From an optimization exercise on the open Yosys and OpenROAD flow, aimed at small area, a short achievable clock period and few clock cycles per item; shortcuts taken in it are not production practice. The RTL was checked by simulation tests, not by an equivalence proof against the original design. Power and IR drop assume default switching activity.

## MD5_custom_SIMD_instruction
module MD5_custom_SIMD_instruction (clk, reset,
	in_v, rd, vrd1, vrd2,
		in_data, in_vdata1, in_vdata2,
	out_v, out_rd, out_vrd1, out_vrd2,
		out_data, out_vdata1, out_vdata2);
	input clk, reset;
	input in_v;
	input [4:0] rd;
	input [2:0] vrd1, vrd2;
	input [32-1:0] in_data;
	input [256-1:0] in_vdata1, in_vdata2;
	output out_v;
	output [4:0] out_rd;
	output [2:0] out_vrd1, out_vrd2;
	output [32-1:0] out_data;
	output [256-1:0] out_vdata1, out_vdata2;
	wire [511:0] min = {in_vdata2, in_vdata1};
	reg        busy, fin, outv, first;
	reg [5:0]  cnt;
	reg [4:0]  t_rd;
	reg [2:0]  t_vrd1, t_vrd2;
	reg [31:0] a, b, c, d, t;
	reg [31:0] ring [0:15];
	reg [7:0]  mr;
	reg [3:0]  fs;
	wire       cl = fin;
	reg [3:0]  rv;
	reg [4:0]  ru;
	always @(*) begin
		case ({cnt[5:4], cnt[1:0]})
			4'd0: begin rv = fin ? 4'd0 : 4'd8; ru = fin ? 5'd0 : 5'd1; end
			4'd1: begin rv = fin ? 4'd0 : 4'd1; ru = fin ? 5'd0 : 5'd4; end
			4'd2: begin rv = fin ? 4'd0 : 4'd2; ru = fin ? 5'd0 : 5'd8; end
			4'd3: begin rv = fin ? 4'd0 : 4'd4; ru = fin ? 5'd0 : 5'd16; end
			4'd4: begin rv = fin ? 4'd0 : 4'd2; ru = fin ? 5'd0 : 5'd1; end
			4'd5: begin rv = fin ? 4'd0 : 4'd2; ru = fin ? 5'd0 : 5'd2; end
			4'd6: begin rv = fin ? 4'd0 : 4'd4; ru = fin ? 5'd0 : 5'd4; end
			4'd7: begin rv = fin ? 4'd0 : 4'd1; ru = fin ? 5'd0 : 5'd16; end
			4'd8: begin rv = fin ? 4'd0 : 4'd1; ru = fin ? 5'd0 : 5'd1; end
			4'd9: begin rv = fin ? 4'd0 : 4'd8; ru = fin ? 5'd0 : 5'd2; end
			4'd10: begin rv = fin ? 4'd0 : 4'd1; ru = fin ? 5'd0 : 5'd8; end
			4'd11: begin rv = fin ? 4'd0 : 4'd8; ru = fin ? 5'd0 : 5'd16; end
			4'd12: begin rv = fin ? 4'd0 : 4'd4; ru = fin ? 5'd0 : 5'd1; end
			4'd13: begin rv = fin ? 4'd0 : 4'd4; ru = fin ? 5'd0 : 5'd2; end
			4'd14: begin rv = fin ? 4'd0 : 4'd8; ru = fin ? 5'd0 : 5'd4; end
			4'd15: begin rv = fin ? 4'd0 : 4'd2; ru = fin ? 5'd0 : 5'd16; end
			default: begin rv = 4'd0; ru = 5'd0; end
		endcase
	end
	wire       run = busy | fin;
	wire       last = busy & (cnt == 6'd63);
	wire [31:0] kadd;
	wire [7:0]  msel;
	wire [3:0]  fsel, rvn;
	wire [4:0]  run_;
	wire        cln;
  ...
Size in the first run: about 1,100 I/O pins, roughly 0.039 mm² of cells after synthesis.
==> flow/config.mk <==
export PLATFORM = sky130hd
export DESIGN_NAME = MD5_custom_SIMD_instruction
export DESIGN_NICKNAME = MD5_custom_SIMD_instruction
export VERILOG_FILES = /design/flow/design.v
export SDC_FILE = /design/flow/constraint.sdc
export NUM_CORES = 8
export LEC_CHECK = 0
export ABC_AREA = 1
export CAP_MARGIN = 20
export CORE_AREA = 5 5 385 385
export DIE_AREA = 0 0 390 390
export SLEW_MARGIN = 20
export TNS_END_PERCENT = 0
==> flow/constraint.sdc <==
create_clock -name core_clock -period 12.0 [get_ports {clk}]
set_input_delay 2.4000 -clock core_clock [delete_from_list [all_inputs] [get_ports {clk}]]
set_output_delay 2.4000 -clock core_clock [all_outputs]
set_load 0.01 [all_outputs]
standard.sh (not shown) runs the stock make flow with config.mk's settings and CLKGATE_MAP_FILE= SYNTH_SCRIPT=/design/flow/synth_recipe.tcl, a recipe that flattens the netlist after the stock synthesis.
==> flow/flow/run.sh <==
#!/bin/bash
# ORFS layout (the standard.sh) with: the full-adder and half-adder cells kept out of
# synthesis and layout (the platform's don't-use list plus fa/ha), a tighter setup-repair
# target, free resizing, and minimum-size port buffers.
set -euo pipefail
DU="sky130_fd_sc_hd__probe_p_8 sky130_fd_sc_hd__probec_p_8 sky130_fd_sc_hd__lpflow_bleeder_1 sky130_fd_sc_hd__lpflow_clkbufkapwr_1 sky130_fd_sc_hd__lpflow_clkbufkapwr_16 sky130_fd_sc_hd__lpflow_clkbufkapwr_2 sky130_fd_sc_hd__lpflow_clkbufkapwr_4 sky130_fd_sc_hd__lpflow_clkbufkapwr_8 sky130_fd_sc_hd__lpflow_clkinvkapwr_1 sky130_fd_sc_hd__lpflow_clkinvkapwr_16 sky130_fd_sc_hd__lpflow_clkinvkapwr_2 sky130_fd_sc_hd__lpflow_clkinvkapwr_4 sky130_fd_sc_hd__lpflow_clkinvkapwr_8 sky130_fd_sc_hd__lpflow_decapkapwr_12 sky130_fd_sc_hd__lpflow_decapkapwr_3 sky130_fd_sc_hd__lpflow_decapkapwr_4 sky130_fd_sc_hd__lpflow_decapkapwr_6 sky130_fd_sc_hd__lpflow_decapkapwr_8 sky130_fd_sc_hd__lpflow_inputiso0n_1 sky130_fd_sc_hd__lpflow_inputiso0p_1 sky130_fd_sc_hd__lpflow_inputiso1n_1 sky130_fd_sc_hd__lpflow_inputiso1p_1 sky130_fd_sc_hd__lpflow_inputisolatch_1 sky130_fd_sc_hd__lpflow_isobufsrc_1 sky130_fd_sc_hd__lpflow_isobufsrc_16 sky130_fd_sc_hd__lpflow_isobufsrc_2 sky130_fd_sc_hd__lpflow_isobufsrc_4 sky130_fd_sc_hd__lpflow_isobufsrc_8 sky130_fd_sc_hd__lpflow_isobufsrckapwr_16 sky130_fd_sc_hd__lpflow_lsbuf_lh_hl_isowell_tap_1 sky130_fd_sc_hd__lpflow_lsbuf_lh_hl_isowell_tap_2 sky130_fd_sc_hd__lpflow_lsbuf_lh_hl_isowell_tap_4 sky130_fd_sc_hd__lpflow_lsbuf_lh_isowell_4 sky130_fd_sc_hd__lpflow_lsbuf_lh_isowell_tap_1 sky130_fd_sc_hd__lpflow_lsbuf_lh_isowell_tap_2 sky130_fd_sc_hd__lpflow_lsbuf_lh_isowell_tap_4 sky130_fd_sc_hd__fa_1 sky130_fd_sc_hd__fa_2 sky130_fd_sc_hd__fa_4 sky130_fd_sc_hd__ha_1 sky130_fd_sc_hd__ha_2 sky130_fd_sc_hd__ha_4"
bash standard.sh "DONT_USE_CELLS=$DU" SETUP_SLACK_MARGIN=7.5 MATCH_CELL_FOOTPRINT=0 SKIP_REPAIR_TIE_FANOUT=1 "BUFFER_PORTS_ARGS=-buffer_cell sky130_fd_sc_hd__buf_1" finish > standard.log 2>&1
Testbench counts at the start, summed over its fixed seeds: cycles 105,600, hashes 1,600.
Change:
--- a/flow/flow/run.sh
+++ b/flow/flow/run.sh
@@ -7 +7 @@
-bash standard.sh "DONT_USE_CELLS=$DU" SETUP_SLACK_MARGIN=7.5 MATCH_CELL_FOOTPRINT=0 SKIP_REPAIR_TIE_FANOUT=1 "BUFFER_PORTS_ARGS=-buffer_cell sky130_fd_sc_hd__buf_1" finish > standard.log 2>&1
+bash standard.sh "DONT_USE_CELLS=$DU" SETUP_SLACK_MARGIN=8.5 MATCH_CELL_FOOTPRINT=0 "BUFFER_PORTS_ARGS=-buffer_cell sky130_fd_sc_hd__buf_1" finish > standard.log 2>&1
CTS_BUF_LIST = sky130_fd_sc_hd__clkbuf_2 sky130_fd_sc_hd__clkbuf_4 sky130_fd_sc_hd__clkbuf_8   (was unset)
CTS_CLUSTER_SIZE = 20   (was unset)
- final area climbs by 5.3%
- synthesized area is unchanged
- count of clock-buffer cells in the layout climbs by 72
- final cell count climbs by 7.2%
- combinational power climbs by about 5%
- worst setup slack gains 190 ps
- register-to-register slack gains 190 ps
- via count climbs by 4.8%
- wire length climbs by 2.2%
- fmax climbs by 4.4%
Change:
--- a/flow/flow/run.sh
+++ b/flow/flow/run.sh
@@ -7 +7 @@
-bash standard.sh "DONT_USE_CELLS=$DU" SETUP_SLACK_MARGIN=8.5 MATCH_CELL_FOOTPRINT=0 "BUFFER_PORTS_ARGS=-buffer_cell sky130_fd_sc_hd__buf_1" finish > standard.log 2>&1
+bash standard.sh "DONT_USE_CELLS=$DU" SETUP_SLACK_MARGIN=9 MATCH_CELL_FOOTPRINT=0 SKIP_REPAIR_TIE_FANOUT=1 "BUFFER_PORTS_ARGS=-buffer_cell sky130_fd_sc_hd__buf_1" finish > standard.log 2>&1
CORE_AREA = 5 5 375 375   (was 5 5 385 385)
CTS_BUF_LIST = unset   (was sky130_fd_sc_hd__clkbuf_2 sky130_fd_sc_hd__clkbuf_4 sky130_fd_sc_hd__clkbuf_8)
CTS_CLUSTER_SIZE = unset   (was 20)
DIE_AREA = 0 0 380 380   (was 0 0 390 390)
Die area fell by about 5%.
Register-to-register slack improved by 20 ps.
Core utilization rose by 0.62 points.
Worst setup slack improved by 25 ps.
Change:
--- a/flow/flow/run.sh
+++ b/flow/flow/run.sh
@@ -7 +7 @@
-bash standard.sh "DONT_USE_CELLS=$DU" SETUP_SLACK_MARGIN=9 MATCH_CELL_FOOTPRINT=0 SKIP_REPAIR_TIE_FANOUT=1 "BUFFER_PORTS_ARGS=-buffer_cell sky130_fd_sc_hd__buf_1" finish > standard.log 2>&1
+bash standard.sh "DONT_USE_CELLS=$DU" SETUP_SLACK_MARGIN=10 MATCH_CELL_FOOTPRINT=0 SKIP_REPAIR_TIE_FANOUT=1 "BUFFER_PORTS_ARGS=-buffer_cell sky130_fd_sc_hd__buf_1" finish > standard.log 2>&1
CORE_AREA = 5 5 385 385   (was 5 5 375 375)
DIE_AREA = 0 0 390 390   (was 0 0 380 380)
=> Non-clock buffer count rises by 6. Critical path depth went up by 8. Wire length climbs slightly.

==> port drivers added, routing unchanged <==
In the flow no input, the clock included, has a driving cell. The finished layouts below were timed again as built, in two steps. Step 1: set_driving_cell puts a clkbuf_16 on clk and a buf_2 on each other input, an assumption about the parent block. Step 2 times the ports against the registers' clock, not the clock port: input delays grow and output delays shrink by t, the midpoint of the rising clock arrivals with the driver on. Three values: ideal, step 1, step 2; two values: the first two.
run	t (ns)	setup slack, ns	worst setup path after step 2	pins driven straight from the clock port
the first run	0.762	7.607 / 7.607 / 7.607	register to register	1
the second run	0.912	7.793 / 7.793 / 7.793	register to register	1
the third run	0.757	7.817 / 7.817 / 7.817	register to register	1
the fourth run	0.752	7.793 / 7.793 / 7.793	register to register	1
After both steps every run listed still meets setup and hold.
